This is an optimization exercise on Yosys and OpenROAD, whose aim is small area, a short achievable clock period and few clock cycles per item, not a production implementation.
Function was checked by simulation only, so behaviour that the tests miss may differ from the original.
Power is estimated from default activity; no workload was simulated.

==> flow/design.v <==
module mul24(input [23:0] a, input [23:0] a2, input [11:0] one, input [11:0] two, input [11:0] neg, input b23, input en, input [25:0] x0, input [25:0] x1, output [47:0] r0, output [47:0] r1);
wire [299:0] pv;
wire [25:0] ax = {1'b0, a, 1'b0};
wire [25:0] ax2 = {1'b0, a2, 1'b0};
wire [23:0] pl = a & {24{b23}};
wire [11:0] nn = ~neg & {12{en}};
wire t1, t2;
wire t3, t4;
wire t5, t6;
wire t7, t8;
wire t9, t10;
wire t11, t12;
wire t13, t14;
wire t15, t16;
wire t17, t18;
wire t19, t20;
wire t21, t22;
wire t23, t24;
wire t25, t26;
wire t27, t28;
wire t29, t30;
wire t31, t32;
wire t33, t34;
wire t35, t36;
wire t37, t38;
wire t39, t40;
wire t41, t42;
wire t43, t44;
wire t45, t46;
wire t47, t48;
wire t49, t50;
wire t51, t52;
wire t53, t54;
wire t55, t56;
wire t57, t58;
wire t59, t60;
wire t61, t62;
wire t63, t64;
wire t65, t66;
wire t67, t68;
wire t69, t70;
wire t71, t72;
wire t73, t74;
wire t75, t76;
wire t77, t78;
wire t79, t80;
wire t81, t82;
wire t83, t84;
wire t85, t86;
wire t87, t88;
wire t89, t90;
wire t91, t92;
wire t93, t94;
wire t95, t96;
wire t97, t98;
wire t99, t100;
wire t101, t102;
wire t103, t104;
wire t105, t106;
wire t107, t108;
wire t109, t110;
wire t111, t112;
wire t113, t114;
wire t115, t116;
wire t117, t118;
wire t119, t120;
wire t121, t122;
wire t123, t124;
wire t125, t126;
wire t127, t128;
wire t129, t130;
wire t131, t132;
wire t133, t134;
wire t135, t136;
wire t137, t138;
wire t139, t140;
wire t141, t142;
wire t143, t144;
wire t145, t146;
wire t147, t148;
wire t149, t150;
wire t151, t152;
wire t153, t154;
wire t155, t156;
wire t157, t158;
wire t159, t160;
wire t161, t162;
wire t163, t164;
wire t165, t166;
wire t167, t168;
wire t169, t170;
wire t171, t172;
wire t173, t174;
wire t175, t176;
wire t177, t178;
wire t179, t180;
wire t181, t182;
wire t183, t184;
wire t185, t186;
wire t187, t188;
wire t189, t190;
wire t191, t192;
wire t193, t194;
wire t195, t196;
wire t197, t198;
wire t199, t200;
wire t201, t202;
wire t203, t204;
wire t205, t206;
wire t207, t208;
wire t209, t210;
wire t211, t212;
wire t213, t214;
wire t215, t216;
wire t217, t218;
wire t219, t220;
wire t221, t222;
wire t223, t224;
wire t225, t226;
wire t227, t228;
wire t229, t230;
wire t231, t232;
wire t233, t234;
wire t235, t236;
wire t237, t238;
wire t239, t240;
wire t241, t242;
wire t243, t244;
wire t245, t246;
wire t247, t248;
wire t249, t250;
wire t251, t252;
wire t253, t254;
wire t255, t256;
wire t257, t258;
wire t259, t260;
wire t261, t262;
wire t263, t264;
wire t265, t266;
wire t267, t268;
wire t269, t270;
wire t271, t272;
wire t273, t274;
wire t275, t276;
wire t277, t278;
wire t279, t280;
wire t281, t282;
wire t283, t284;
wire t285, t286;
wire t287, t288;
wire t289, t290;
wire t291, t292;
wire t293, t294;
wire t295, t296;
wire t297, t298;
wire t299, t300;
wire t301, t302;
wire t303, t304;
wire t305, t306;
wire t307, t308;
wire t309, t310;
wire t311, t312;
wire t313, t314;
wire t315, t316;
wire t317, t318;
wire t319, t320;
wire t321, t322;
wire t323, t324;
wire t325, t326;
wire t327, t328;
wire t329, t330;
wire t331, t332;
wire t333, t334;
wire t335, t336;
wire t337, t338;
wire t339, t340;
wire t341, t342;
wire t343, t344;
wire t345, t346;
wire t347, t348;
wire t349, t350;
wire t351, t352;
wire t353, t354;
wire t355, t356;
wire t357, t358;
wire t359, t360;
wire t361, t362;
wire t363, t364;
wire t365, t366;
wire t367, t368;
wire t369, t370;
wire t371, t372;
wire t373, t374;
wire t375, t376;
wire t377, t378;
wire t379, t380;
wire t381, t382;
wire t383, t384;
wire t385, t386;
wire t387, t388;
wire t389, t390;
wire t391, t392;
wire t393, t394;
wire t395, t396;
wire t397, t398;
wire t399, t400;
wire t401, t402;
wire t403, t404;
wire t405, t406;
wire t407, t408;
wire t409, t410;
wire t411, t412;
wire t413, t414;
wire t415, t416;
wire t417, t418;
wire t419, t420;
wire t421, t422;
wire t423, t424;
wire t425, t426;
wire t427, t428;
wire t429, t430;
wire t431, t432;
wire t433, t434;
wire t435, t436;
wire t437, t438;
wire t439, t440;
wire t441, t442;
wire t443, t444;
wire t445, t446;
wire t447, t448;
wire t449, t450;
wire t451, t452;
wire t453, t454;
wire t455, t456;
wire t457, t458;
wire t459, t460;
wire t461, t462;
wire t463, t464;
wire t465, t466;
wire t467, t468;
wire t469, t470;
wire t471, t472;
wire t473, t474;
wire t475, t476;
wire t477, t478;
wire t479, t480;
wire t481, t482;
wire t483, t484;
wire t485, t486;
wire t487, t488;
wire t489, t490;
wire t491, t492;
wire t493, t494;
wire t495, t496;
wire t497, t498;
wire t499, t500;
wire t501, t502;
wire t503, t504;
wire t505, t506;
wire t507, t508;
wire t509, t510;
wire t511, t512;
wire t513, t514;
wire t515, t516;
wire t517, t518;
wire t519, t520;
wire t521, t522;
wire t523, t524;
wire t525, t526;
wire t527, t528;
wire t529, t530;
wire t531, t532;
wire t533, t534;
wire t535, t536;
wire t537, t538;
wire t539, t540;
wire t541, t542;
wire t543, t544;
wire t545, t546;
wire t547, t548;
wire t549, t550;
wire t551, t552;
wire t553, t554;
wire t555, t556;
wire t557, t558;
wire t559, t560;
wire t561, t562;
wire t563, t564;
wire t565, t566;
wire t567, t568;
wire t569, t570;
wire t571, t572;
wire t573, t574;
wire t575, t576;
wire t577, t578;
wire t579, t580;
wire t581, t582;
wire t583, t584;
wire t585, t586;
wire t587, t588;
wire t589, t590;
wire t591, t592;
genvar gi, gj;
generate for (gi = 0; gi < 6; gi = gi + 1) begin : g_pp
  for (gj = 0; gj < 25; gj = gj + 1) begin : g_j
    bpp u(one[gi], two[gi], neg[gi], ax2[gj+1], ax2[gj], pv[gi*25+gj]);
  end
end endgenerate
generate for (gi = 6; gi < 12; gi = gi + 1) begin : g_pq
  for (gj = 0; gj < 25; gj = gj + 1) begin : g_j
    bpp u(one[gi], two[gi], neg[gi], ax[gj+1], ax[gj], pv[gi*25+gj]);
  end
end endgenerate
ha2 ut1(pv[16], pv[39], t1, t2);
ha2 ut3(pv[17], pv[40], t3, t4);
fa3 ut5(pv[18], pv[41], pv[64], t5, t6);
ha2 ut7(pv[87], pv[110], t7, t8);
fa3 ut9(pv[19], pv[42], pv[65], t9, t10);
ha2 ut11(pv[88], pv[111], t11, t12);
fa3 ut13(pv[20], pv[43], pv[66], t13, t14);
fa3 ut15(pv[89], pv[112], pv[135], t15, t16);
ha2 ut17(pv[158], pv[181], t17, t18);
fa3 ut19(pv[21], pv[44], pv[67], t19, t20);
fa3 ut21(pv[90], pv[113], pv[136], t21, t22);
ha2 ut23(pv[159], pv[182], t23, t24);
fa3 ut25(pv[22], pv[45], pv[68], t25, t26);
fa3 ut27(pv[91], pv[114], pv[137], t27, t28);
fa3 ut29(pv[160], pv[183], pv[206], t29, t30);
ha2 ut31(pv[229], pv[252], t31, t32);
fa3 ut33(pv[23], pv[46], pv[69], t33, t34);
fa3 ut35(pv[92], pv[115], pv[138], t35, t36);
fa3 ut37(pv[161], pv[184], pv[207], t37, t38);
ha2 ut39(pv[230], pv[253], t39, t40);
fa3 ut41(pv[24], pv[47], pv[70], t41, t42);
fa3 ut43(pv[93], pv[116], pv[139], t43, t44);
fa3 ut45(pv[162], pv[185], pv[208], t45, t46);
fa3 ut47(pv[231], pv[254], pv[277], t47, t48);
fa3 ut49(neg[0], pv[48], pv[71], t49, t50);
fa3 ut51(pv[94], pv[117], pv[140], t51, t52);
fa3 ut53(pv[163], pv[186], pv[209], t53, t54);
fa3 ut55(pv[232], pv[255], pv[278], t55, t56);
fa3 ut57(neg[0], pv[49], pv[72], t57, t58);
fa3 ut59(pv[95], pv[118], pv[141], t59, t60);
fa3 ut61(pv[164], pv[187], pv[210], t61, t62);
fa3 ut63(pv[233], pv[256], pv[279], t63, t64);
fa3 ut65(nn[0], nn[1], pv[73], t65, t66);
fa3 ut67(pv[96], pv[119], pv[142], t67, t68);
fa3 ut69(pv[165], pv[188], pv[211], t69, t70);
fa3 ut71(pv[234], pv[257], pv[280], t71, t72);
fa3 ut73(en, pv[74], pv[97], t73, t74);
fa3 ut75(pv[120], pv[143], pv[166], t75, t76);
fa3 ut77(pv[189], pv[212], pv[235], t77, t78);
ha2 ut79(pv[258], pv[281], t79, t80);
fa3 ut81(nn[2], pv[98], pv[121], t81, t82);
fa3 ut83(pv[144], pv[167], pv[190], t83, t84);
fa3 ut85(pv[213], pv[236], pv[259], t85, t86);
fa3 ut87(en, pv[99], pv[122], t87, t88);
fa3 ut89(pv[145], pv[168], pv[191], t89, t90);
ha2 ut91(pv[214], pv[237], t91, t92);
fa3 ut93(nn[3], pv[123], pv[146], t93, t94);
fa3 ut95(pv[169], pv[192], pv[215], t95, t96);
fa3 ut97(en, pv[124], pv[147], t97, t98);
ha2 ut99(pv[170], pv[193], t99, t100);
fa3 ut101(nn[4], pv[148], pv[171], t101, t102);
ha2 ut103(en, pv[149], t103, t104);
ha2 ut105(pv[10], pv[33], t105, t106);
ha2 ut107(pv[11], pv[34], t107, t108);
fa3 ut109(pv[12], pv[35], pv[58], t109, t110);
ha2 ut111(pv[81], pv[104], t111, t112);
fa3 ut113(pv[13], pv[36], pv[59], t113, t114);
ha2 ut115(pv[82], pv[105], t115, t116);
fa3 ut117(pv[14], pv[37], pv[60], t117, t118);
fa3 ut119(pv[83], pv[106], pv[129], t119, t120);
ha2 ut121(pv[152], pv[175], t121, t122);
fa3 ut123(pv[15], pv[38], pv[61], t123, t124);
fa3 ut125(pv[84], pv[107], pv[130], t125, t126);
ha2 ut127(pv[153], pv[176], t127, t128);
fa3 ut129(t1, pv[62], pv[85], t129, t130);
fa3 ut131(pv[108], pv[131], pv[154], t131, t132);
fa3 ut133(pv[177], pv[200], neg[8], t133, t134);
fa3 ut135(t2, t3, pv[63], t135, t136);
fa3 ut137(pv[86], pv[109], pv[132], t137, t138);
fa3 ut139(pv[155], pv[178], pv[201], t139, t140);
fa3 ut141(t4, t5, t7, t141, t142);
fa3 ut143(pv[133], pv[156], pv[179], t143, t144);
fa3 ut145(pv[202], pv[225], neg[9], t145, t146);
fa3 ut147(t6, t8, t9, t147, t148);
fa3 ut149(t11, pv[134], pv[157], t149, t150);
fa3 ut151(pv[180], pv[203], pv[226], t151, t152);
fa3 ut153(t10, t12, t13, t153, t154);
fa3 ut155(t15, t17, pv[204], t155, t156);
fa3 ut157(pv[227], pv[250], neg[10], t157, t158);
fa3 ut159(t14, t16, t18, t159, t160);
fa3 ut161(t19, t21, t23, t161, t162);
fa3 ut163(pv[205], pv[228], pv[251], t163, t164);
fa3 ut165(t20, t22, t24, t165, t166);
fa3 ut167(t25, t27, t29, t167, t168);
fa3 ut169(t31, pv[275], neg[11], t169, t170);
fa3 ut171(t26, t28, t30, t171, t172);
fa3 ut173(t32, t33, t35, t173, t174);
fa3 ut175(t37, t39, pv[276], t175, t176);
fa3 ut177(t34, t36, t38, t177, t178);
fa3 ut179(t40, t41, t43, t179, t180);
fa3 ut181(t45, t47, pl[0], t181, t182);
fa3 ut183(t42, t44, t46, t183, t184);
fa3 ut185(t48, t49, t51, t185, t186);
fa3 ut187(t53, t55, pl[1], t187, t188);
fa3 ut189(t50, t52, t54, t189, t190);
fa3 ut191(t56, t57, t59, t191, t192);
fa3 ut193(t61, t63, pl[2], t193, t194);
fa3 ut195(t58, t60, t62, t195, t196);
fa3 ut197(t64, t65, t67, t197, t198);
fa3 ut199(t69, t71, pl[3], t199, t200);
fa3 ut201(t66, t68, t70, t201, t202);
fa3 ut203(t72, t73, t75, t203, t204);
fa3 ut205(t77, t79, pl[4], t205, t206);
fa3 ut207(t74, t76, t78, t207, t208);
fa3 ut209(t80, t81, t83, t209, t210);
fa3 ut211(t85, pv[282], pl[5], t211, t212);
fa3 ut213(t82, t84, t86, t213, t214);
fa3 ut215(t87, t89, t91, t215, t216);
fa3 ut217(pv[260], pv[283], pl[6], t217, t218);
fa3 ut219(t88, t90, t92, t219, t220);
fa3 ut221(t93, t95, pv[238], t221, t222);
fa3 ut223(pv[261], pv[284], pl[7], t223, t224);
fa3 ut225(t94, t96, t97, t225, t226);
fa3 ut227(t99, pv[216], pv[239], t227, t228);
fa3 ut229(pv[262], pv[285], pl[8], t229, t230);
fa3 ut231(t98, t100, t101, t231, t232);
fa3 ut233(pv[194], pv[217], pv[240], t233, t234);
fa3 ut235(pv[263], pv[286], pl[9], t235, t236);
fa3 ut237(t102, t103, pv[172], t237, t238);
fa3 ut239(pv[195], pv[218], pv[241], t239, t240);
fa3 ut241(pv[264], pv[287], pl[10], t241, t242);
fa3 ut243(t104, nn[5], pv[173], t243, t244);
fa3 ut245(pv[196], pv[219], pv[242], t245, t246);
fa3 ut247(pv[265], pv[288], pl[11], t247, t248);
fa3 ut249(en, pv[174], pv[197], t249, t250);
fa3 ut251(pv[220], pv[243], pv[266], t251, t252);
ha2 ut253(pv[289], pl[12], t253, t254);
fa3 ut255(nn[6], pv[198], pv[221], t255, t256);
fa3 ut257(pv[244], pv[267], pv[290], t257, t258);
fa3 ut259(en, pv[199], pv[222], t259, t260);
ha2 ut261(pv[245], pv[268], t261, t262);
fa3 ut263(nn[7], pv[223], pv[246], t263, t264);
ha2 ut265(en, pv[224], t265, t266);
ha2 ut267(pv[6], pv[29], t267, t268);
ha2 ut269(pv[7], pv[30], t269, t270);
fa3 ut271(pv[8], pv[31], pv[54], t271, t272);
ha2 ut273(pv[77], pv[100], t273, t274);
fa3 ut275(pv[9], pv[32], pv[55], t275, t276);
ha2 ut277(pv[78], pv[101], t277, t278);
fa3 ut279(t105, pv[56], pv[79], t279, t280);
fa3 ut281(pv[102], pv[125], neg[5], t281, t282);
fa3 ut283(t106, t107, pv[57], t283, t284);
fa3 ut285(pv[80], pv[103], pv[126], t285, t286);
fa3 ut287(t108, t109, t111, t287, t288);
fa3 ut289(pv[127], pv[150], neg[6], t289, t290);
fa3 ut291(t110, t112, t113, t291, t292);
fa3 ut293(t115, pv[128], pv[151], t293, t294);
fa3 ut295(t114, t116, t117, t295, t296);
fa3 ut297(t119, t121, neg[7], t297, t298);
fa3 ut299(t118, t120, t122, t299, t300);
fa3 ut301(t123, t125, t127, t301, t302);
fa3 ut303(t124, t126, t128, t303, t304);
fa3 ut305(t129, t131, t133, t305, t306);
fa3 ut307(t130, t132, t134, t307, t308);
fa3 ut309(t135, t137, t139, t309, t310);
fa3 ut311(t136, t138, t140, t311, t312);
fa3 ut313(t141, t143, t145, t313, t314);
fa3 ut315(t142, t144, t146, t315, t316);
fa3 ut317(t147, t149, t151, t317, t318);
fa3 ut319(t148, t150, t152, t319, t320);
fa3 ut321(t153, t155, t157, t321, t322);
fa3 ut323(t154, t156, t158, t323, t324);
fa3 ut325(t159, t161, t163, t325, t326);
fa3 ut327(t160, t162, t164, t327, t328);
fa3 ut329(t165, t167, t169, t329, t330);
fa3 ut331(t166, t168, t170, t331, t332);
fa3 ut333(t171, t173, t175, t333, t334);
fa3 ut335(t172, t174, t176, t335, t336);
fa3 ut337(t177, t179, t181, t337, t338);
fa3 ut339(t178, t180, t182, t339, t340);
fa3 ut341(t183, t185, t187, t341, t342);
fa3 ut343(t184, t186, t188, t343, t344);
fa3 ut345(t189, t191, t193, t345, t346);
fa3 ut347(t190, t192, t194, t347, t348);
fa3 ut349(t195, t197, t199, t349, t350);
fa3 ut351(t196, t198, t200, t351, t352);
fa3 ut353(t201, t203, t205, t353, t354);
fa3 ut355(t202, t204, t206, t355, t356);
fa3 ut357(t207, t209, t211, t357, t358);
fa3 ut359(t208, t210, t212, t359, t360);
fa3 ut361(t213, t215, t217, t361, t362);
fa3 ut363(t214, t216, t218, t363, t364);
fa3 ut365(t219, t221, t223, t365, t366);
fa3 ut367(t220, t222, t224, t367, t368);
fa3 ut369(t225, t227, t229, t369, t370);
fa3 ut371(t226, t228, t230, t371, t372);
fa3 ut373(t231, t233, t235, t373, t374);
fa3 ut375(t232, t234, t236, t375, t376);
fa3 ut377(t237, t239, t241, t377, t378);
fa3 ut379(t238, t240, t242, t379, t380);
fa3 ut381(t243, t245, t247, t381, t382);
fa3 ut383(t244, t246, t248, t383, t384);
fa3 ut385(t249, t251, t253, t385, t386);
fa3 ut387(t250, t252, t254, t387, t388);
fa3 ut389(t255, t257, pl[13], t389, t390);
fa3 ut391(t256, t258, t259, t391, t392);
fa3 ut393(t261, pv[291], pl[14], t393, t394);
fa3 ut395(t260, t262, t263, t395, t396);
fa3 ut397(pv[269], pv[292], pl[15], t397, t398);
fa3 ut399(t264, t265, pv[247], t399, t400);
fa3 ut401(pv[270], pv[293], pl[16], t401, t402);
fa3 ut403(t266, nn[8], pv[248], t403, t404);
fa3 ut405(pv[271], pv[294], pl[17], t405, t406);
fa3 ut407(en, pv[249], pv[272], t407, t408);
ha2 ut409(pv[295], pl[18], t409, t410);
fa3 ut411(nn[9], pv[273], pv[296], t411, t412);
ha2 ut413(en, pv[274], t413, t414);
ha2 ut415(pv[4], pv[27], t415, t416);
ha2 ut417(pv[5], pv[28], t417, t418);
fa3 ut419(t267, pv[52], pv[75], t419, t420);
fa3 ut421(t268, t269, pv[53], t421, t422);
fa3 ut423(t270, t271, t273, t423, t424);
fa3 ut425(t272, t274, t275, t425, t426);
fa3 ut427(t276, t278, t279, t427, t428);
fa3 ut429(t280, t282, t283, t429, t430);
fa3 ut431(t284, t286, t287, t431, t432);
fa3 ut433(t288, t290, t291, t433, t434);
fa3 ut435(t292, t294, t295, t435, t436);
fa3 ut437(t296, t298, t299, t437, t438);
fa3 ut439(t300, t302, t303, t439, t440);
fa3 ut441(t304, t306, t307, t441, t442);
fa3 ut443(t308, t310, t311, t443, t444);
fa3 ut445(t312, t314, t315, t445, t446);
fa3 ut447(t316, t318, t319, t447, t448);
fa3 ut449(t320, t322, t323, t449, t450);
fa3 ut451(t324, t326, t327, t451, t452);
fa3 ut453(t328, t330, t331, t453, t454);
fa3 ut455(t332, t334, t335, t455, t456);
fa3 ut457(t336, t338, t339, t457, t458);
fa3 ut459(t340, t342, t343, t459, t460);
fa3 ut461(t344, t346, t347, t461, t462);
fa3 ut463(t348, t350, t351, t463, t464);
fa3 ut465(t352, t354, t355, t465, t466);
fa3 ut467(t356, t358, t359, t467, t468);
fa3 ut469(t360, t362, t363, t469, t470);
fa3 ut471(t364, t366, t367, t471, t472);
fa3 ut473(t368, t370, t371, t473, t474);
fa3 ut475(t372, t374, t375, t475, t476);
fa3 ut477(t376, t378, t379, t477, t478);
fa3 ut479(t380, t382, t383, t479, t480);
fa3 ut481(t384, t386, t387, t481, t482);
fa3 ut483(t388, t390, t391, t483, t484);
fa3 ut485(t392, t394, t395, t485, t486);
fa3 ut487(t396, t398, t399, t487, t488);
fa3 ut489(t400, t402, t403, t489, t490);
fa3 ut491(t404, t406, t407, t491, t492);
fa3 ut493(t408, t410, t411, t493, t494);
fa3 ut495(t412, t413, pv[297], t495, t496);
fa3 ut497(t414, nn[10], pv[298], t497, t498);
ha2 ut499(en, pv[299], t499, t500);
ha2 ut501(pv[2], pv[25], t501, t502);
ha2 ut503(pv[3], pv[26], t503, t504);
fa3 ut505(t415, pv[50], neg[2], t505, t506);
fa3 ut507(t416, t417, pv[51], t507, t508);
fa3 ut509(t418, t419, neg[3], t509, t510);
fa3 ut511(t420, t421, pv[76], t511, t512);
fa3 ut513(t422, t423, neg[4], t513, t514);
fa3 ut515(t424, t425, t277, t515, t516);
fa3 ut517(t426, t427, t281, t517, t518);
fa3 ut519(t428, t429, t285, t519, t520);
fa3 ut521(t430, t431, t289, t521, t522);
fa3 ut523(t432, t433, t293, t523, t524);
fa3 ut525(t434, t435, t297, t525, t526);
fa3 ut527(t436, t437, t301, t527, t528);
fa3 ut529(t438, t439, t305, t529, t530);
fa3 ut531(t440, t441, t309, t531, t532);
fa3 ut533(t442, t443, t313, t533, t534);
fa3 ut535(t444, t445, t317, t535, t536);
fa3 ut537(t446, t447, t321, t537, t538);
fa3 ut539(t448, t449, t325, t539, t540);
fa3 ut541(t450, t451, t329, t541, t542);
fa3 ut543(t452, t453, t333, t543, t544);
fa3 ut545(t454, t455, t337, t545, t546);
fa3 ut547(t456, t457, t341, t547, t548);
fa3 ut549(t458, t459, t345, t549, t550);
fa3 ut551(t460, t461, t349, t551, t552);
fa3 ut553(t462, t463, t353, t553, t554);
fa3 ut555(t464, t465, t357, t555, t556);
fa3 ut557(t466, t467, t361, t557, t558);
fa3 ut559(t468, t469, t365, t559, t560);
fa3 ut561(t470, t471, t369, t561, t562);
fa3 ut563(t472, t473, t373, t563, t564);
fa3 ut565(t474, t475, t377, t565, t566);
fa3 ut567(t476, t477, t381, t567, t568);
fa3 ut569(t478, t479, t385, t569, t570);
fa3 ut571(t480, t481, t389, t571, t572);
fa3 ut573(t482, t483, t393, t573, t574);
fa3 ut575(t484, t485, t397, t575, t576);
fa3 ut577(t486, t487, t401, t577, t578);
fa3 ut579(t488, t489, t405, t579, t580);
fa3 ut581(t490, t491, t409, t581, t582);
fa3 ut583(t492, t493, pl[19], t583, t584);
fa3 ut585(t494, t495, pl[20], t585, t586);
fa3 ut587(t496, t497, pl[21], t587, t588);
fa3 ut589(t498, t499, pl[22], t589, t590);
fa3 ut591(t500, nn[11], pl[23], t591, t592);
assign r0 = {t590, t588, t586, t584, t582, t580, t578, t576, t574, t572, t570, t568, t566, t564, t562, t560, t558, t556, t554, t552, t550, t548, t546, t544, t542, t540, t538, t536, t534, t532, t530, t528, t526, t524, t522, t520, t518, t516, t514, t512, t510, t508, t506, t504, t502, t501, pv[1], pv[0]} | {x0, 22'd0};
assign r1 = {t591, t589, t587, t585, t583, t581, t579, t577, t575, t573, t571, t569, t567, t565, t563, t561, t559, t557, t555, t553, t551, t549, t547, t545, t543, t541, t539, t537, t535, t533, t531, t529, t527, t525, t523, t521, t519, t517, t515, t513, t511, t509, t507, t505, t503, neg[1], 1'b0, neg[0]} | {x1, 22'd0};
endmodule
module fa3(input a, input b, input c, output s, output co);
assign s = a ^ b ^ c;
assign co = (a & b) | (a & c) | (b & c);
endmodule
module bpp(input one, input two, input neg, input x, input xl, output p);
assign p = ((one & x) | (two & xl)) ^ neg;
endmodule
module ha2(input a, input b, output s, output co);
assign s = a ^ b;
assign co = a & b;
endmodule
module FPU(
input [31:0] Data1,
input [31:0] Data2,
input Clock,
input Reset,
input In_Data_Valid,
input Op,
output reg [31:0] Data_Out,
output reg Out_Data_Valid
);
reg [31:0] a0;
reg [31:23] b0;
reg [23:0] ab0;
reg mz2_0, andz0;
reg [11:0] one0, two0, neg0;
reg b23_0, ha0;
reg op0;
wire [25:0] be = {1'b0, |Data2[30:23], Data2[22:0], 1'b0};
integer i;
reg [2:0] vp;
always @(posedge Clock) begin
	a0 <= Data1;
	b0 <= Data2[31:23];
	op0 <= Op;
	ha0 <= |Data1[30:23];
	ab0 <= Op ? {|Data1[30:23], Data1[22:0]} : {|Data2[30:23], Data2[22:0]};
	mz2_0 <= ~|Data2[22:0];
	andz0 <= ~|(Data1[30:0] & Data2[30:0]);
	b23_0 <= Op & (|Data2[30:23]);
	for (i = 0; i < 12; i = i + 1) begin
		one0[i] <= Op & (be[2*i+1] ^ be[2*i]);
		two0[i] <= Op & ((be[2*i+2] & ~be[2*i+1] & ~be[2*i]) | (~be[2*i+2] & be[2*i+1] & be[2*i]));
		neg0[i] <= Op & be[2*i+2];
	end
end
always @(posedge Clock)
if (Reset) begin
	vp <= 3'd0;
	Out_Data_Valid <= 1'b0;
end else begin
	vp <= {vp[1:0], In_Data_Valid};
	Out_Data_Valid <= vp[2];
end
wire s1 = a0[31];
wire s2 = b0[31];
wire [7:0] e1 = a0[30:23];
wire [7:0] e2 = b0[30:23];
wire [23:0] MA = {ha0, a0[22:0]};
wire [23:0] MB = ab0;    
wire addm = ~op0;
wire swap = {e2, ab0[22:0]} > a0[30:0];
wire ge = e1 >= e2;
wire [7:0] d = ge ? (e1 - e2) : (e2 - e1);
wire [7:0] eL = ge ? e1 : e2;
wire [23:0] ML = swap ? MB : {|e1, a0[22:0]};
wire [23:0] MS = swap ? {|e1, a0[22:0]} : MB;
wire sub = addm & (s1 ^ s2);
wire [23:0] MSs = (op0 || d > 8'd23) ? 24'd0 : (MS >> d[4:0]);
wire [47:0] A0 = {1'b0, ML & {24{addm}}, sub, 22'd0};
wire [47:0] A1 = {sub, MSs ^ {24{sub}}, sub, 22'd0};
wire [47:0] r0, r1;
mul24 mul(.a(MA), .a2(ab0), .one(one0), .two(two0), .neg(neg0), .b23(b23_0), .en(op0),
	.x0(A0[47:22]), .x1(A1[47:22]), .r0(r0), .r1(r1));
wire [9:0] expm = {2'b00, e1} + {2'b00, e2} - 10'd127;
wire [9:0] base = op0 ? expm : {2'b00, eL};
wire [9:0] thr = base - 10'd254;
wire ff1 = &e1;
wire ff2 = &e2;
wire mz1 = ~|a0[22:0];
wire mz2 = mz2_0;
wire z1 = ~|a0[30:0];
wire z2 = ~|e2 & mz2_0;
wire nan = (ff1 & ~mz1) | (ff2 & ~mz2);
wire inf1 = ff1 & mz1;
wire inf2 = ff2 & mz2;
wire efa = nan | (inf1 & inf2 & (s1 ^ s2));
wire efm = nan | (z1 & inf2) | (z2 & inf1);
wire [9:0] bp = base + 10'd1;
reg [47:0] row0, row1;
reg [7:0] bp1;
reg men1, negx1;
reg thrv1, thrge1;
reg op1, sg1, ef1, nzand1, andz1;
always @(posedge Clock) begin
	row0 <= r0;
	row1 <= r1;
	bp1 <= bp[7:0];
	men1 <= ~bp[9] & (bp <= 10'd24);
	negx1 <= bp[9];
	thrv1 <= ~thr[9] & (thr <= 10'd24);
	thrge1 <= ~thr[9] & (thr >= 10'd25);
	op1 <= op0;
	sg1 <= op0 ? (s1 ^ s2) : (swap ? s2 : s1);
	ef1 <= op0 ? efm : efa;
	nzand1 <= ~z1 & ~z2;
	andz1 <= andz0;
end
wire [47:0] X = row0 + row1;
reg [47:0] X2;
reg [7:0] bp2;
reg men2, negx2;
reg thrv2, thrge2;
reg op2, sg2, ef2, nzand2, andz2;
always @(posedge Clock) begin
	X2 <= X;
	bp2 <= bp1;
	men2 <= men1;
	negx2 <= negx1;
	thrv2 <= thrv1;
	thrge2 <= thrge1;
	op2 <= op1;
	sg2 <= sg1;
	ef2 <= ef1;
	nzand2 <= nzand1;
	andz2 <= andz1;
end
wire negx = negx2;
wire [24:0] mask = men2 ? (25'h1000000 >> bp2[4:0]) : 25'd0;
wire [31:0] lzin32 = {X2[47:23] | mask, 7'h7f};
wire [31:0] lz_z0 = ~lzin32;
wire [15:0] lz_z1;
wire [15:0] lz_c1;
assign lz_z1[0] = lz_z0[1] & lz_z0[0];
assign lz_c1[0] = lz_z0[1];
assign lz_z1[1] = lz_z0[3] & lz_z0[2];
assign lz_c1[1] = lz_z0[3];
assign lz_z1[2] = lz_z0[5] & lz_z0[4];
assign lz_c1[2] = lz_z0[5];
assign lz_z1[3] = lz_z0[7] & lz_z0[6];
assign lz_c1[3] = lz_z0[7];
assign lz_z1[4] = lz_z0[9] & lz_z0[8];
assign lz_c1[4] = lz_z0[9];
assign lz_z1[5] = lz_z0[11] & lz_z0[10];
assign lz_c1[5] = lz_z0[11];
assign lz_z1[6] = lz_z0[13] & lz_z0[12];
assign lz_c1[6] = lz_z0[13];
assign lz_z1[7] = lz_z0[15] & lz_z0[14];
assign lz_c1[7] = lz_z0[15];
assign lz_z1[8] = lz_z0[17] & lz_z0[16];
assign lz_c1[8] = lz_z0[17];
assign lz_z1[9] = lz_z0[19] & lz_z0[18];
assign lz_c1[9] = lz_z0[19];
assign lz_z1[10] = lz_z0[21] & lz_z0[20];
assign lz_c1[10] = lz_z0[21];
assign lz_z1[11] = lz_z0[23] & lz_z0[22];
assign lz_c1[11] = lz_z0[23];
assign lz_z1[12] = lz_z0[25] & lz_z0[24];
assign lz_c1[12] = lz_z0[25];
assign lz_z1[13] = lz_z0[27] & lz_z0[26];
assign lz_c1[13] = lz_z0[27];
assign lz_z1[14] = lz_z0[29] & lz_z0[28];
assign lz_c1[14] = lz_z0[29];
assign lz_z1[15] = lz_z0[31] & lz_z0[30];
assign lz_c1[15] = lz_z0[31];
wire [7:0] lz_z2;
wire [15:0] lz_c2;
assign lz_z2[0] = lz_z1[1] & lz_z1[0];
assign lz_c2[1:0] = lz_z1[1] ? {1'b1, lz_c1[0:0]} : {1'b0, lz_c1[1:1]};
assign lz_z2[1] = lz_z1[3] & lz_z1[2];
assign lz_c2[3:2] = lz_z1[3] ? {1'b1, lz_c1[2:2]} : {1'b0, lz_c1[3:3]};
assign lz_z2[2] = lz_z1[5] & lz_z1[4];
assign lz_c2[5:4] = lz_z1[5] ? {1'b1, lz_c1[4:4]} : {1'b0, lz_c1[5:5]};
assign lz_z2[3] = lz_z1[7] & lz_z1[6];
assign lz_c2[7:6] = lz_z1[7] ? {1'b1, lz_c1[6:6]} : {1'b0, lz_c1[7:7]};
assign lz_z2[4] = lz_z1[9] & lz_z1[8];
assign lz_c2[9:8] = lz_z1[9] ? {1'b1, lz_c1[8:8]} : {1'b0, lz_c1[9:9]};
assign lz_z2[5] = lz_z1[11] & lz_z1[10];
assign lz_c2[11:10] = lz_z1[11] ? {1'b1, lz_c1[10:10]} : {1'b0, lz_c1[11:11]};
assign lz_z2[6] = lz_z1[13] & lz_z1[12];
assign lz_c2[13:12] = lz_z1[13] ? {1'b1, lz_c1[12:12]} : {1'b0, lz_c1[13:13]};
assign lz_z2[7] = lz_z1[15] & lz_z1[14];
assign lz_c2[15:14] = lz_z1[15] ? {1'b1, lz_c1[14:14]} : {1'b0, lz_c1[15:15]};
wire [3:0] lz_z3;
wire [11:0] lz_c3;
assign lz_z3[0] = lz_z2[1] & lz_z2[0];
assign lz_c3[2:0] = lz_z2[1] ? {1'b1, lz_c2[1:0]} : {1'b0, lz_c2[3:2]};
assign lz_z3[1] = lz_z2[3] & lz_z2[2];
assign lz_c3[5:3] = lz_z2[3] ? {1'b1, lz_c2[5:4]} : {1'b0, lz_c2[7:6]};
assign lz_z3[2] = lz_z2[5] & lz_z2[4];
assign lz_c3[8:6] = lz_z2[5] ? {1'b1, lz_c2[9:8]} : {1'b0, lz_c2[11:10]};
assign lz_z3[3] = lz_z2[7] & lz_z2[6];
assign lz_c3[11:9] = lz_z2[7] ? {1'b1, lz_c2[13:12]} : {1'b0, lz_c2[15:14]};
wire [1:0] lz_z4;
wire [7:0] lz_c4;
assign lz_z4[0] = lz_z3[1] & lz_z3[0];
assign lz_c4[3:0] = lz_z3[1] ? {1'b1, lz_c3[2:0]} : {1'b0, lz_c3[5:3]};
assign lz_z4[1] = lz_z3[3] & lz_z3[2];
assign lz_c4[7:4] = lz_z3[3] ? {1'b1, lz_c3[8:6]} : {1'b0, lz_c3[11:9]};
wire [0:0] lz_z5;
wire [4:0] lz_c5;
assign lz_z5[0] = lz_z4[1] & lz_z4[0];
assign lz_c5[4:0] = lz_z4[1] ? {1'b1, lz_c4[3:0]} : {1'b0, lz_c4[7:4]};
wire [4:0] cnt = lz_c5;
wire zeroM = ~|X2[47:23];
wire [46:0] q0 = X2[46:0];
wire [46:0] q1 = cnt[4] ? {q0[30:0], 16'd0} : q0;
wire [46:0] q2 = cnt[3] ? {q1[38:0], 8'd0} : q1;
wire [46:0] q3 = cnt[2] ? {q2[42:0], 4'd0} : q2;
wire [46:0] q4 = cnt[1] ? {q3[44:0], 2'd0} : q3;
wire [46:0] shl = cnt[0] ? {q4[45:0], 1'd0} : q4;
wire [7:0] et = bp2 - {3'd0, cnt};
wire [4:0] thr5 = bp2[4:0] + 5'd1;
wire [24:0] therm = ~(25'h0ffffff >> thr5);
wire OFm = thrge2 | (thrv2 & (|(X2[47:23] & therm)));
wire bp255 = (bp2 == 8'd255);
wire OFa = zeroM ? bp255 : ((bp255 & X2[47]) | ((bp2 == 8'd0) & ~X2[47] & X2[46]));
wire OF = op2 ? OFm : OFa;
wire zero25 = ~|lzin32[31:7];
wire [22:0] mres = (OF || negx || zero25 || (op2 && andz2)) ? 23'd0 : shl[46:24];
wire [7:0] eres = OF ? 8'hFF :
                  (op2 ? ((nzand2 && !negx) ? et : 8'd0)
                       : (zeroM ? 8'd0 : et));
always @(posedge Clock)
	Data_Out <= ef2 ? 32'hFFFFFFFF : {sg2, eres, mres};
endmodule
==> flow/flow/run.sh <==
#!/bin/bash
set -euo pipefail
bash standard.sh SETUP_SLACK_MARGIN=10.95 'BUFFER_PORTS_ARGS=-buffer_cell sky130_fd_sc_hd__buf_1' finish > standard.log 2>&1
==> flow/standard.sh <==
#!/bin/bash
# synth_recipe.tcl (not shown) runs the flow's synth.tcl, then flattens the netlist and writes it again
# the make line also repeats each setting of config.mk as NAME=value (left out here)
make -C /OpenROAD-flow-scripts/flow DESIGN_CONFIG=/design/flow/config.mk WORK_HOME=/design/flow/orfs CLKGATE_MAP_FILE= SYNTH_SCRIPT=/design/flow/synth_recipe.tcl "${@:-finish}"
==> flow/config.mk <==
export PLATFORM = sky130hd
export DESIGN_NAME = FPU
export DESIGN_NICKNAME = FPU
export VERILOG_FILES = /design/flow/design.v
export SDC_FILE = /design/flow/constraint.sdc
export NUM_CORES = 8
export LEC_CHECK = 0
export CAP_MARGIN = 20
export CORE_MARGIN = 2
export CORE_UTILIZATION = 62
export CTS_CLUSTER_DIAMETER = 120
export CTS_CLUSTER_SIZE = 28
export PLACE_DENSITY = 0.7
export SLEW_MARGIN = 20
export SYNTH_HIERARCHICAL = 1
export SYNTH_MINIMUM_KEEP_SIZE = 0
export TNS_END_PERCENT = 5
==> flow/constraint.sdc <==
create_clock -name core_clock -period 15.0 [get_ports {Clock}]
set_input_delay 3.0000 -clock core_clock [delete_from_list [all_inputs] [get_ports {Clock}]]
set_output_delay 3.0000 -clock core_clock [all_outputs]
set_load 0.01 [all_outputs]
==> metrics.md, run 1 <==
| Metric | Value |
|---|---|
| Status | timing/DRC/antenna clean |
| Pins Over Slew Limit | 0 |
| Worst Min Path Start | bp1[0] |
| GR peak layer | met2 |
| Register Area | 6550 sq um |
| Crit. End Element | register |
| Final worst-path cycle share | 27.5% |
| Largest net degree at the start of global routing | 62 |
| Final HPWL DP | 72,600 um |
| Yosys cell types | 91 |
| Worst R2R Start | a0[23] |
| CTS tree | done |
| Mean Syn Cell Area | 10.3 sq um |
| Most common cell in the synthesized netlist | xnor2_1 |
| # DRC | 0 |
| Crit path time final | 4.12 ns |
| Hold-fix buffers, CTS | 0 |
| Initial antenna violation count | 6 |
| Seq/Total Area, Yosys | 20.9% |
| Primary FF master, synth | dfxtp_1 |
| Port-buffer cells | 100 |
| M3 GR Usage | 6.87% |
| GRT overflow | 0 |
| CTS max path bufs | 3 |
| Synthesized area | 30,500 sq um |
| Cell taking the most area after synthesis | dfxtp_1 |
| Final WL | 99,000 um |
| Routed vias | 25,200 |
| Met1 usage | 48.5% |
| Grt met2 use | 62.3% |
| Final Total Pwr | 6.36 mW |
| Hold WC Path Type | register to register |
| Most instantiated cells after synthesis | 380 x xnor2_1, 319 x dfxtp_1, 301 x a22oi_2 |
| GPL Wtd Cong | 1.01 |
| Lkg Pwr | 12.6 nW |
| Initial DRC count | 2,552 |
| Routed len/inst | 26.1 um |
| Syn. warnings | 7 |
| PwrDens | 188 nW/um^2 |
| Layout cells sized above 1 | 24.8% |
| Die Width | 226 um |
| Final WS setup | 10.88 ns |
| DIE AREA | 51,000 sq um |
| CORE AREA | 48,700 sq um |
| Synth area leaders | dfxtp_1 21%, fa_1 18%, a22oi_2 12%, xnor2_1 11%, ha_1 6.2% |
| Number of global-route vias before repair | 25,200 |
| EDFF count, synth | 0 |
| Placement Setup Slack | 9.68 ns |
| Flop2flop setup slack | 10.88 ns |
| Slew HR | 26.8% |
| Post-Syn Instances | 2,965 |
| Number of cells on the worst reg-to-reg path | 18 |
| DRT Pass-1 Iters | 6 |
| RSZ-0062 raised after global routing | yes |
| Final Hold Vio Count | 0 |
| Die Y | 226 um |
| Max Cap Viol | 0 |
| Finished Core Util | 69.5% |
| Post-Route Setup TNS | 0 ns |
| Fin nets | 3,609 |
| CTS clk-pin slew, worst paths | 0.11 ns |
| Row count | 81 |
| Design Area, Final | 33,900 sq um |
| Initial core utilization | 62.6% |
| Area growth, synth to finish | 10.9% |
| Footprint of the multi-input gates | 23,900 sq um |
| Async set-reset flop share out of synthesis | 0% |
| Clock sinks | 319 |
| H-tree levels | 1 |
| I/O Pins | 101 |
| VDD IR max | 0.171 mV |
| Final ANT Viol Nets | 0 |
| Critical path type | register to register |
| Fmax achieved | 243 MHz |
| Critical Path Fanout Max | 6 |
| Critical Path Start | a0[23] |
| CP required | 15.44 ns |
| Via-to-Cell Ratio | 6.65 |
| DP Area | 31,600 sq um |
| Worst-margin pin slew | 1.08 ns |
| Worst-skew pair later-pin latency | 0.55 ns |
| Total track usage | 38.2% |
| FF-to-FF End | row1[30] |
| CP arrival | 4.56 ns |
| Setup Viol. Count Final | 0 |
| CTS Buf Count | 16 |
| Root Buffer | clkbuf_16 |
| Hold endpoint | bp2[0] |
| Synth top area share | 20.9% |
| Fillers | 3,747 |
| CP Launch Type | register |
| Yosys reg bits | 319 |
| Max Clock Skew | 0.0242 ns |
| Hold Path Depth | 0 |
| First-pass GRT wire length | 149,000 um |
-- metal layers --
layer / wire (um) / part of all wire, % / vias up
li1: - / - / 11000
met1: 38200 / 39 / 12500
met2: 46200 / 47 / 1399
met3: 8780 / 8.9 / 343
met4: 5740 / 5.8 / 4
met5: 23 / 0.023 / -
-- through the flow --
stage / hold WS (ns) / instances
4_1_cts: 0.337 / 3743
3_5_place_dp: 0.312 / 3683
5_1_grt: 0.340 / 3791
3_3_place_gp: 0.313 / 3683
6_report: 0.332 / 3793
2_1_floorplan: 0.310 / 2989
-- registers in the layout, summed over array words and instances, names as in the netlist, 9 cells and up --
signal and flops:
b0 9, one0 12, row0 48, Data_Out 32
neg0 12, two0 12, row1 48, a0 32
X2 48, ab0 24
-- Yosys stat by module (local to each module, per instance) --
module  cells inside  flip-flops and latches
ha2                1                       0
mul24            136                       0
FPU             1933                     319
fa3                1                       0
bpp                2                       0
-- critical path, cell delays in order (launching register included) --
cell       delay, ns
dfxtp_4         0.39
inv_6           0.05
ha_4            0.22
buf_12          0.12
nand4b_1        0.20
buf_4           0.18
nor4_4          0.35
a21bo_4         0.29
a41oi_4         0.22
buf_6           0.16
buf_8           0.12
mux2i_1         0.19
nand4_1         0.25
mux2i_2         0.38
mux2i_4         0.16
a2bb2oi_1       0.18
o32ai_2         0.15
xnor2_1         0.09
or2_2           0.29
-- cell families after synthesis --
group / synth area share, %
mux: 5.79
simple gates: 10.6
xor+xnor: 11.8
flops: 20.9
buf+inv: 3.46
fa+ha+maj: 23.8
compound gates: 23.6
other cells: 0.0246
-- layout make-up --
cell class / count / share of cell area, %
multi-input combinational: 2452 / 70.6
sequential: 319 / 19.3
timing repair buffer: 242 / 5.00
tap: 664 / 2.45
clock buffer: 17 / 1.26
inverter: 90 / 1.04
clock inverter: 7 / 0.255
antenna: 2 / 0.0148
-- power breakdown --
part | switching (mW) | total, mW | leakage [nW] | internal, mW
sequential | 0.256 | 1.41 | 2.70 | 1.16
clock | 0.294 | 0.523 | 0.245 | 0.229
combinational | 2.51 | 4.43 | 9.64 | 1.92
-- cells in the final DEF (no fill, tap or decap), types with 15 or more instances in the layout --
| master | count |
|---|---|
| xnor2_1 | 380 |
| a22oi_2 | 301 |
| fa_1 | 268 |
| dfxtp_1 | 266 |
| a21oi_1 | 137 |
| ha_1 | 137 |
| nand2_1 | 135 |
| buf_4 | 116 |
| mux2i_1 | 110 |
| buf_1 | 99 |
| nor2_1 | 94 |
| o21ai_0 | 86 |
| inv_1 | 81 |
| or2_2 | 55 |
| a21o_1 | 45 |
| nor3_1 | 44 |
| dfxtp_4 | 40 |
| and2_1 | 36 |
| mux2_2 | 35 |
| a31oi_1 | 34 |
| nor2b_1 | 34 |
| nand3_1 | 32 |
| nand4_1 | 31 |
| xor2_1 | 31 |
| conb_1 | 26 |
| nor4_1 | 21 |
| clkbuf_16 | 20 |
| a221o_1 | 19 |
| a22oi_1 | 19 |
| and2_2 | 19 |
| a211oi_1 | 16 |
| a21boi_0 | 15 |
-- repair_timing --
item | in CTS | in global routing
setup buffers | 32 | 45
setup endpoints to repair | 81 | 84
pin swaps | 12 | 32
gates resized for setup | 122 | 116
gates cloned | 4 | 3
-- worst max path at each step --
stage,to,cells after the start,slack (ns)
3_3_place_gp,row1[27],15,9.81
5_1_grt,row1[27],17,10.76
6_report,row1[30],18,10.88
2_1_floorplan,row1[27],14,10.93
3_5_place_dp,row1[27],15,9.68
4_1_cts,Data_Out[30],19,10.81
Testbench counts, summed over its fixed seeds: cycles 14,231, items 8,000.
==> run 2, diff against run 1 <==
==> flow/flow/run.sh (replaced) <==
#!/bin/bash
set -euo pipefail
bash standard.sh SETUP_SLACK_MARGIN=10.85 'BUFFER_PORTS_ARGS=-buffer_cell sky130_fd_sc_hd__buf_1' finish > standard.log 2>&1
==> metrics.md, run 2 <==
| Metric | Value |
|---|---|
| Die Y | 226 um (unchanged) |
| # DRC | 0 (unchanged) |
| H-tree levels | 1 (unchanged) |
| Status | timing/DRC/antenna clean |
| CTS Buf Count | 15 (-1) |
| Final WL | 97,900 um (-1.1%) |
| Slew HR | 27.0% (+0.25 points) |
| GRT overflow | 0 (unchanged) |
| Setup Viol. Count Final | 0 (unchanged) |
| CP required | 15.43 ns (about the same) |
| Routed vias | 24,900 (-1.3%) |
| Primary FF master, synth | dfxtp_1 |
| Critical path type | register to register |
| Max Cap Viol | 0 (unchanged) |
| Initial core utilization | 62.6% (unchanged) |
| DIE AREA | 51,000 sq um (unchanged) |
| Flop2flop setup slack | 10.84 ns (-0.03 ns) |
| GPL Wtd Cong | 1.02 (+1.0%) |
| Final Total Pwr | 6.19 mW (-2.7%) |
| I/O Pins | 101 (unchanged) |
| Pins Over Slew Limit | 0 (unchanged) |
| CTS clk-pin slew, worst paths | 0.11 ns (about the same) |
| CP arrival | 4.58 ns (+0.02 ns) |
| Via-to-Cell Ratio | 6.61 (-0.74%) |
| Seq/Total Area, Yosys | 20.9% (unchanged) |
| Final worst-path cycle share | 27.7% (+0.22 points) |
| Die Width | 226 um (unchanged) |
| Synth top area share | 20.9% (unchanged) |
| Yosys cell types | 91 (unchanged) |
| Crit. End Element | register |
| Final ANT Viol Nets | 0 (unchanged) |
| Synth area leaders | dfxtp_1 21%, fa_1 18%, a22oi_2 12%, xnor2_1 11%, ha_1 6.2% |
| Layout cells sized above 1 | 22.3% (-2.5 points) |
| Crit path time final | 4.16 ns (+0.0323 ns) |
| CP Launch Type | register |
| Total track usage | 38.2% (-0.042 points) |
| Fin nets | 3,594 (-0.42%) |
| Mean Syn Cell Area | 10.3 sq um (unchanged) |
| Fillers | 3,849 (+2.7%) |
| Synthesized area | 30,500 sq um (unchanged) |
| DRT Pass-1 Iters | 6 (unchanged) |
| VDD IR max | 0.168 mV (-1.4%) |
| Levels on crit path | 16 (-2) |
| Adder-Cell Fraction of Synth Area | 23.8% (unchanged) |
| Root Buffer | clkbuf_16 |
| Clock sinks | 319 (unchanged) |
| Initial antenna violation count | 5 (-1) |
| Hold WC Path Type | register to register |
| Cell taking the most area after synthesis | dfxtp_1 |
| Xor and xnor area share after synthesis | 11.8% (unchanged) |
| Commonest non-fill, non-tap cells in the layout | 380 x xnor2_1, 301 x a22oi_2, 287 x dfxtp_1 |
| Worst R2R Start | b0[23] |
| Area growth, synth to finish | 8.70% |
| Critical Path Start | b0[23] |
| PwrDens | 187 nW/um^2 (-0.67%) |
| FF-to-FF End | row1[29] |
| Row count | 81 (unchanged) |
| Delay-heaviest family, CP | simple AND/OR/NAND/NOR gates |
| Post-synthesis mux area share | 5.79% (unchanged) |
| Post-Route Setup TNS | 0 ns (unchanged) |
| Design Area, Final | 33,200 sq um (-2.0%) |
| CORE AREA | 48,700 sq um (unchanged) |
| EDFF count, synth | 0 (unchanged) |
| Worst-margin pin slew | 1.09 ns (+0.00970 ns) |
| Worst path buffer plus inverter count | 3 (-2) |
| Compound-Gate Fraction of Synth Area | 23.6% (unchanged) |
| Post-Syn Instances | 2,965 (unchanged) |
| Commonest non-fill, non-tap cell in the layout | xnor2_1 |
| CP peak stage delay | 0.52 ns (+0.13 ns) |
| Routed len/inst | 26.0 um (-0.50%) |
| Critical Path End | row1[29] |
| Slowest cell on the critical path | mux4_2 |
| Critical-path cell list | inv_2, ha_4, buf_12, nand4b_1, nor4_4, a21bo_2, a41o_4, a21oi_4, buf_6, mux2_2, mux4_2, nor2_1, nor3_2, a211oi_2, xnor2_1, or2_2 |
| First-pass GRT wire length | 149,000 um (-0.20%) |
| CTS tree | done |
| Yosys reg bits | 319 (unchanged) |
| Initial DRC count | 2,520 (-1.3%) |
| RSZ-0062 raised after global routing | yes |
| Diode count | 0 (-2) |
| Final Hold Vio Count | 0 (unchanged) |
| Max Clock Skew | 0.0271 ns (+0.00296 ns) |
| Fmax achieved | 241 MHz (-0.78%) |
| CTS max path bufs | 3 (unchanged) |
| Worst-skew pair later-pin latency | 0.55 ns (about the same) |
| DP Area | 31,700 sq um (+0.35%) |
| Post-synthesis simple-gate area fraction | 10.6% (unchanged) |
| Final HPWL DP | 72,400 um (-0.27%) |
| Finished Core Util | 68.1% (-1.4 points) |
| Largest net degree at the start of global routing | 71 (+15%) |
| Port-buffer cells | 100 (unchanged) |
| Largest family of logic cells by synthesized area | adder cells |
| Critical Path Fanout Max | 15 (+9) |
| Most common cell in the synthesized netlist | xnor2_1 |
| Async set-reset flop share out of synthesis | 0% (unchanged) |
| Number of global-route vias before repair | 25,400 (+0.68%) |
| Number of cells on the worst reg-to-reg path | 16 (-2) |
| Syn. warnings | 7 (unchanged) |
| Lkg Pwr | 12.4 nW (-1.5%) |
| Most instantiated cells after synthesis | 380 x xnor2_1, 319 x dfxtp_1, 301 x a22oi_2 |
| Largest registers | X2 x48, row0 x48, row1 x48 |
[run 2: cell counts after synthesis]
Identical to the previous run, type by type.
[run 2: worst register-to-register path, stage by stage, from the launching register on]
cell and delay [ns]:
dfxtp_4 0.38, inv_2 0.06, ha_4 0.25, buf_12 0.15
nand4b_1 0.30, nor4_4 0.38, a21bo_2 0.30, a41o_4 0.28
a21oi_4 0.21, buf_6 0.14, mux2_2 0.32, mux4_2 0.52
nor2_1 0.16, nor3_2 0.06, a211oi_2 0.18, xnor2_1 0.08
or2_2 0.30
[run 2: cell type report]
cell class                      count  area (sq um)  share of cell area, %
Inverter                           90           340                   1.03
Multi-Input combinational cell   2453         23600                   71.2
Clock inverter                      2          23.8                 0.0716
Tap cell                          664           831                   2.50
Timing Repair Buffer              227          1510                   4.56
Sequential cell                   319          6470                   19.5
Clock buffer                       15           375                   1.13
[run 2: routing by layer]
| layer | vias up | routed length [um] | share of wire (%) | global-route usage [%] |
|---|---|---|---|---|
| met1 | 12300 | 38700 | 40 | 48.7 |
| met3 | 348 | 8110 | 8.3 | 6.78 |
| met4 | 8 | 6090 | 6.2 | 20.5 |
| li1 | 11000 | - | - | - |
| met2 | 1329 | 44900 | 46 | 61.8 |
| met5 | - | 46 | 0.047 | 0 |
[run 2: through the flow]
stage	hold WS, ns	setup slack, ns	instances
3_3_place_gp	0.311	9.82	3701
3_5_place_dp	0.312	9.74	3701
5_1_grt	0.333	10.67	3770
2_1_floorplan	0.310	10.83	2989
6_report	0.330	10.84	3770
4_1_cts	0.332	10.81	3745
[run 2: cells by family after synthesis]
logic type | count (synthesis)
buf+inv | 220
fa+ha+maj | 420
other cells | 2
mux | 167
xor+xnor | 412
flops | 319
simple gates | 607
compound gates | 818
[run 2: worst min path at each step]
stage           start  cells after the start  slack, ns      to
6_report          ef1                      0       0.33     ef2
5_1_grt        bp1[5]                      0       0.33  bp2[5]
4_1_cts        bp1[2]                      0       0.33  bp2[2]
3_5_place_dp   bp1[5]                      0       0.31  bp2[5]
3_3_place_gp    negx1                      0       0.31   negx2
2_1_floorplan   andz0                      0       0.31   andz1
[run 2: power breakdown]
part           leakage, nW  total (mW)  internal, mW  switching [mW]
Clock                0.192       0.457         0.184           0.272
Combinational         9.51        4.36          1.87            2.49
Sequential            2.68        1.37          1.16           0.217
Total                 12.4        6.19          3.21            2.98
[run 2: modules after synthesis (local to each module, per instance)]
| module | cells | area (sq um) | flops+latches | times used |
|---|---|---|---|---|
| ha2 | 1 | 12.5 | 0 | 32 |
| bpp | 2 | 21.3 | 0 | 300 |
| FPU | 1933 | 17500 | 319 | 1 |
| fa3 | 1 | 20.0 | 0 | 264 |
| mul24 | 136 | 936 | 0 | 1 |
[run 2: what timing repair did]
action	in CTS	in global routing
gates resized for setup	80	72
pin swaps	13	17
setup endpoints to repair	71	60
hold buffers	0	0
buffers inserted	22	23
gates cloned	5	2
==> run 3, diff against run 2 <==
==> flow/flow/run.sh (replaced) <==
#!/bin/bash
set -euo pipefail
bash standard.sh SETUP_SLACK_MARGIN=10.9 'BUFFER_PORTS_ARGS=-buffer_cell sky130_fd_sc_hd__buf_1' finish > standard.log 2>&1
--- a/flow/config.mk
+++ b/flow/config.mk
@@ -7,10 +7,10 @@
 export LEC_CHECK = 0
 export CAP_MARGIN = 20
 export CORE_MARGIN = 2
-export CORE_UTILIZATION = 62
-export CTS_CLUSTER_DIAMETER = 120
-export CTS_CLUSTER_SIZE = 28
-export PLACE_DENSITY = 0.7
+export CORE_UTILIZATION = 60
+export CTS_CLUSTER_DIAMETER = 110
+export CTS_CLUSTER_SIZE = 30
+export PLACE_DENSITY = 0.68
 export SLEW_MARGIN = 20
 export SYNTH_HIERARCHICAL = 1
 export SYNTH_MINIMUM_KEEP_SIZE = 0
==> metrics.md, run 3 <==
| Metric | Value |
|---|---|
| Status | timing/DRC/antenna clean |
| Final Hold Vio Count | 0 (unchanged) |
| VDD IR max | 0.206 mV (+23%) |
| Commonest non-fill, non-tap cells in the layout | 380 x xnor2_1, 301 x a22oi_2, 280 x dfxtp_1 |
| Crit. End Element | register |
| GRT overflow | 0 (unchanged) |
| Synth area leaders | dfxtp_1 21%, fa_1 18%, a22oi_2 12%, xnor2_1 11%, ha_1 6.2% |
| Port-buffer cells | 100 (unchanged) |
| FF-to-FF End | row1[28] |
| Placement Setup Slack | 9.68 ns (-0.0594 ns) |
| Final ANT Viol Nets | 0 (unchanged) |
| Slew HR | 27.0% (about the same) |
| Finished Layout Cells | 3,772 (+0.053%) |
| Most instantiated cells after synthesis | 380 x xnor2_1, 319 x dfxtp_1, 301 x a22oi_2 |
| First-pass GRT wire length | 152,000 um (+2.0%) |
| Delay-heaviest family, CP | simple AND/OR/NAND/NOR gates |
| Worst path buffer plus inverter count | 5 (+2) |
| Final WL | 99,500 um (+1.7%) |
| Post-Route Setup TNS | 0 ns (unchanged) |
| Initial core utilization | 60.8% (-1.8 points) |
| Sw Ratio | 48.7% (+0.51 points) |
| Layout cells sized above 1 | 22.7% (+0.36 points) |
| Number of cells on the worst reg-to-reg path | 18 (+2) |
| Hold WC Path Type | register to register |
| Synth top area share | 20.9% (unchanged) |
| Critical Path Start | a0[21] |
| Cell taking the most area after synthesis | dfxtp_1 |
| Crit path time final | 4.25 ns (+0.0961 ns) |
| Net Sw Power | 3.08 mW (+3.3%) |
| Most common cell in the synthesized netlist | xnor2_1 |
| Mean Syn Cell Area | 10.3 sq um (unchanged) |
| Die Y | 230 um (+1.6%) |
| Syn. warnings | 7 (unchanged) |
| Slowest cell on the critical path | o211ai_1 |
| CTS clk-pin slew, worst paths | 0.11 ns (about the same) |
| Fillers | 4,079 (+6.0%) |
| Routed vias | 25,100 (+0.75%) |
| Total track usage | 37.2% (-1.0 points) |
| # DRC | 0 (unchanged) |
| Final WS setup | 10.75 ns (-0.0961 ns) |
| Pins Over Slew Limit | 0 (unchanged) |
| CORE AREA | 50,200 sq um (+2.9%) |
| Fin nets | 3,581 (-0.36%) |
| Finished Core Util | 66.3% (-1.8 points) |
| I/O Pins | 101 (unchanged) |
| Max Clock Skew | 0.0290 ns (+0.00189 ns) |
| Worst-skew pair later-pin latency | 0.56 ns (about the same) |
| Largest registers | X2 x48, row0 x48, row1 x48 |
| Combinational share of power | 70.0% (-0.4 points) |
| Synthesized area | 30,500 sq um (unchanged) |
| Initial DRC count | 2,678 (+6.3%) |
| Die Width | 230 um (+1.6%) |
| Worst R2R Start | a0[21] |
| Via-to-Cell Ratio | 6.65 (+0.69%) |
| CP peak stage delay | 0.49 ns (-0.03 ns) |
| Levels on crit path | 18 (+2) |
| CP Launch Type | register |
| Commonest non-fill, non-tap cell in the layout | xnor2_1 |
| PwrDens | 190 nW/um^2 (+2.0%) |
| Critical-path cell list | buf_8, inv_1, ha_1, nand2_1, o21ai_0, a22oi_2, buf_4, and2_2, a21oi_4, buf_4, o211ai_1, buf_4, nor2_1, nor2_1, o32ai_2, nor3_1, xnor2_1, or2_2 |
| Seq pwr share | 22.1% (about the same) |
| Final worst-path cycle share | 28.3% (+0.64 points) |
| Clock share of power | 7.9% (+0.5 points) |
| Dpl cells | 3,702 (+0.027%) |
| Primary FF master, synth | dfxtp_1 |
| Final HPWL DP | 73,900 um (+2.1%) |
| EDFF count, synth | 0 (unchanged) |
| Row count | 82 (+1.2%) |
| CP required | 15.43 ns (about the same) |
| Fmax achieved | 235 MHz (-2.3%) |
| Internal cell power | 3.25 mW (+1.2%) |
| Area growth, synth to finish | 8.94% |
| CTS max path bufs | 3 (unchanged) |
| GPL Wtd Cong | 1.01 (-1.5%) |
| Critical Path End | row1[28] |
| Lkg Pwr | 12.4 nW (-0.26%) |
| H-tree levels | 1 (unchanged) |
| Initial antenna violation count | 10 (+5) |
| Worst-margin pin slew | 1.07 ns (-0.0130 ns) |
| Flop2flop setup slack | 10.75 ns (-0.10 ns) |
| Yosys reg bits | 319 (unchanged) |
| Yosys cell types | 91 (unchanged) |
| Setup Viol. Count Final | 0 (unchanged) |
| Max Cap Viol | 0 (unchanged) |
| Number of global-route vias before repair | 25,300 (-0.30%) |
| Final Total Pwr | 6.33 mW (+2.2%) |
| Largest net degree at the start of global routing | 63 (-11%) |
| Hold-fix buffers, CTS | 0 (unchanged) |
| Critical Path Fanout Max | 17 (+2) |
| DIE AREA | 52,700 sq um (+3.3%) |
| CTS Buf Count | 15 (unchanged) |
| Critical path type | register to register |
| Root Buffer | clkbuf_16 |
| RSZ-0062 raised after global routing | yes |
| Clock sinks | 319 (unchanged) |
| CP arrival | 4.68 ns (+0.10 ns) |
| Async set-reset flop share out of synthesis | 0% (unchanged) |
| Seq/Total Area, Yosys | 20.9% (unchanged) |
| DRT Pass-1 Iters | 7 (+1) |
| Routed len/inst | 26.4 um (+1.6%) |
| Critical Path Most Common Cell | buf_4 |
| CTS tree | done |
| Post-Syn Instances | 2,965 (unchanged) |
-- run 3: cell count changes in the layout (fill, tap and decap cells not counted), moves of 3 or more --
| cell | change |
|---|---|
| mux2i_2 | -4 |
| diode_2 | +3 |
| ha_2 | +5 |
| buf_4 | -14 |
| ha_1 | -4 |
| mux2i_4 | +3 |
| dfxtp_1 | -7 |
| dfxtp_2 | +5 |
-- run 3: through the flow --
| step | hold WS (ns) | instance area, sq um |
|---|---|---|
| final | 0.327 | 33300 |
| after global routing | 0.336 | 33200 |
| after CTS | 0.331 | 32700 |
| after detailed placement | 0.312 | 31700 |
| after global placement | 0.313 | 31700 |
| after floorplan | 0.310 | 30600 |
-- run 3: worst min path at each step --
stage | from | end | slack [ns] | cells past startpoint
floorplan | andz0 | andz1 | 0.31 | 0
global placement | thrge1 | thrge2 | 0.31 | 0
detailed placement | bp1[0] | bp2[0] | 0.31 | 0
CTS | andz1 | andz2 | 0.33 | 0
global route | andz1 | andz2 | 0.34 | 0
finish | andz1 | andz2 | 0.33 | 0
-- run 3: layer usage --
layer  part of all wire [%]  GRT usage [%]
met2                     47           60.8
met1                     39           47.7
met3                    8.6           6.50
met5                  0.071              0
met4                    5.6           18.1
-- run 3: repair_timing --
item,4_1_cts,5_1_grt
pin swaps,10,18
buffers inserted,26,15
resized for setup,87,89
gates cloned,3,2
setup endpoints to repair,75,62
-- run 3: layout make-up --
class	instances	area [sq um]	share of cell area [%]
clock inverter	6	85.1	0.256
antenna	3	7.51	0.0226
tap	672	841	2.53
timing repair buffer	214	1400	4.22
inverter	90	343	1.03
clock buffer	15	375	1.13
sequential	319	6480	19.5
multi-input combinational	2453	23700	71.3
-- run 3: cell families after synthesis --
kind of cell / synth area share (%)
AOI/OAI and AO/OA: 23.6
and+or+nand+nor: 10.6
adders and majority gates: 23.8
xor gates and xnor gates: 11.8
DFF: 20.9
buffers and inverters: 3.46
muxes: 5.79
other: 0.0246
-- run 3: modules after synthesis, one instance, submodules excluded --
module	cells	cell area, sq um
FPU	1933	17500
mul24	136	936
bpp	2	21.3
fa3	1	20.0
ha2	1	12.5
-- run 3: power groups by stage --
| stage | logic [mW] | clock network (mW) | registers (mW) |
|---|---|---|---|
| 2_1_floorplan | 2.83 | 0 | 1.38 |
| 3_3_place_gp | 4.16 | 0 | 1.41 |
| 3_5_place_dp | 4.24 | 0 | 1.42 |
| 4_1_cts | 4.28 | 0.512 | 1.40 |
| 5_1_grt | 4.74 | 0.536 | 1.42 |
| 6_report | 4.43 | 0.500 | 1.40 |

what the ideal ports hide:
Ports are ideal in the flow. The routed layouts listed here were re-timed in OpenROAD. Step 1 assumes that a clkbuf_16 drives the clock port and a buf_2 every other input. Step 2 adds t to the input delays and takes it off the output delays; t is the mean of the earliest and latest rising clock arrival at the registers after step 1. Input paths then give back, and output paths get back, about the clock's delay inside the block. Three values: ideal ports, drivers, drivers and shift; two values: the first two.
| run | t (ns) | setup WS [ns] | clock arrival spread, ns | cell pins on the clock port's net |
|---|---|---|---|---|
| run 1 | 0.597 | 10.877 / 10.877 / 10.551 | 0.026 / 0.026 | 1 |
| run 2 | 0.595 | 10.845 / 10.845 / 10.654 | 0.031 / 0.031 | 1 |
| run 3 | 0.608 | 10.749 / 10.749 / 10.580 | 0.030 / 0.030 | 1 |
After both steps every run listed still meets setup and hold. For run 1, which loses most, drivers alone change the setup slack by 0.000 ns; drivers and shift together by -0.326 ns.
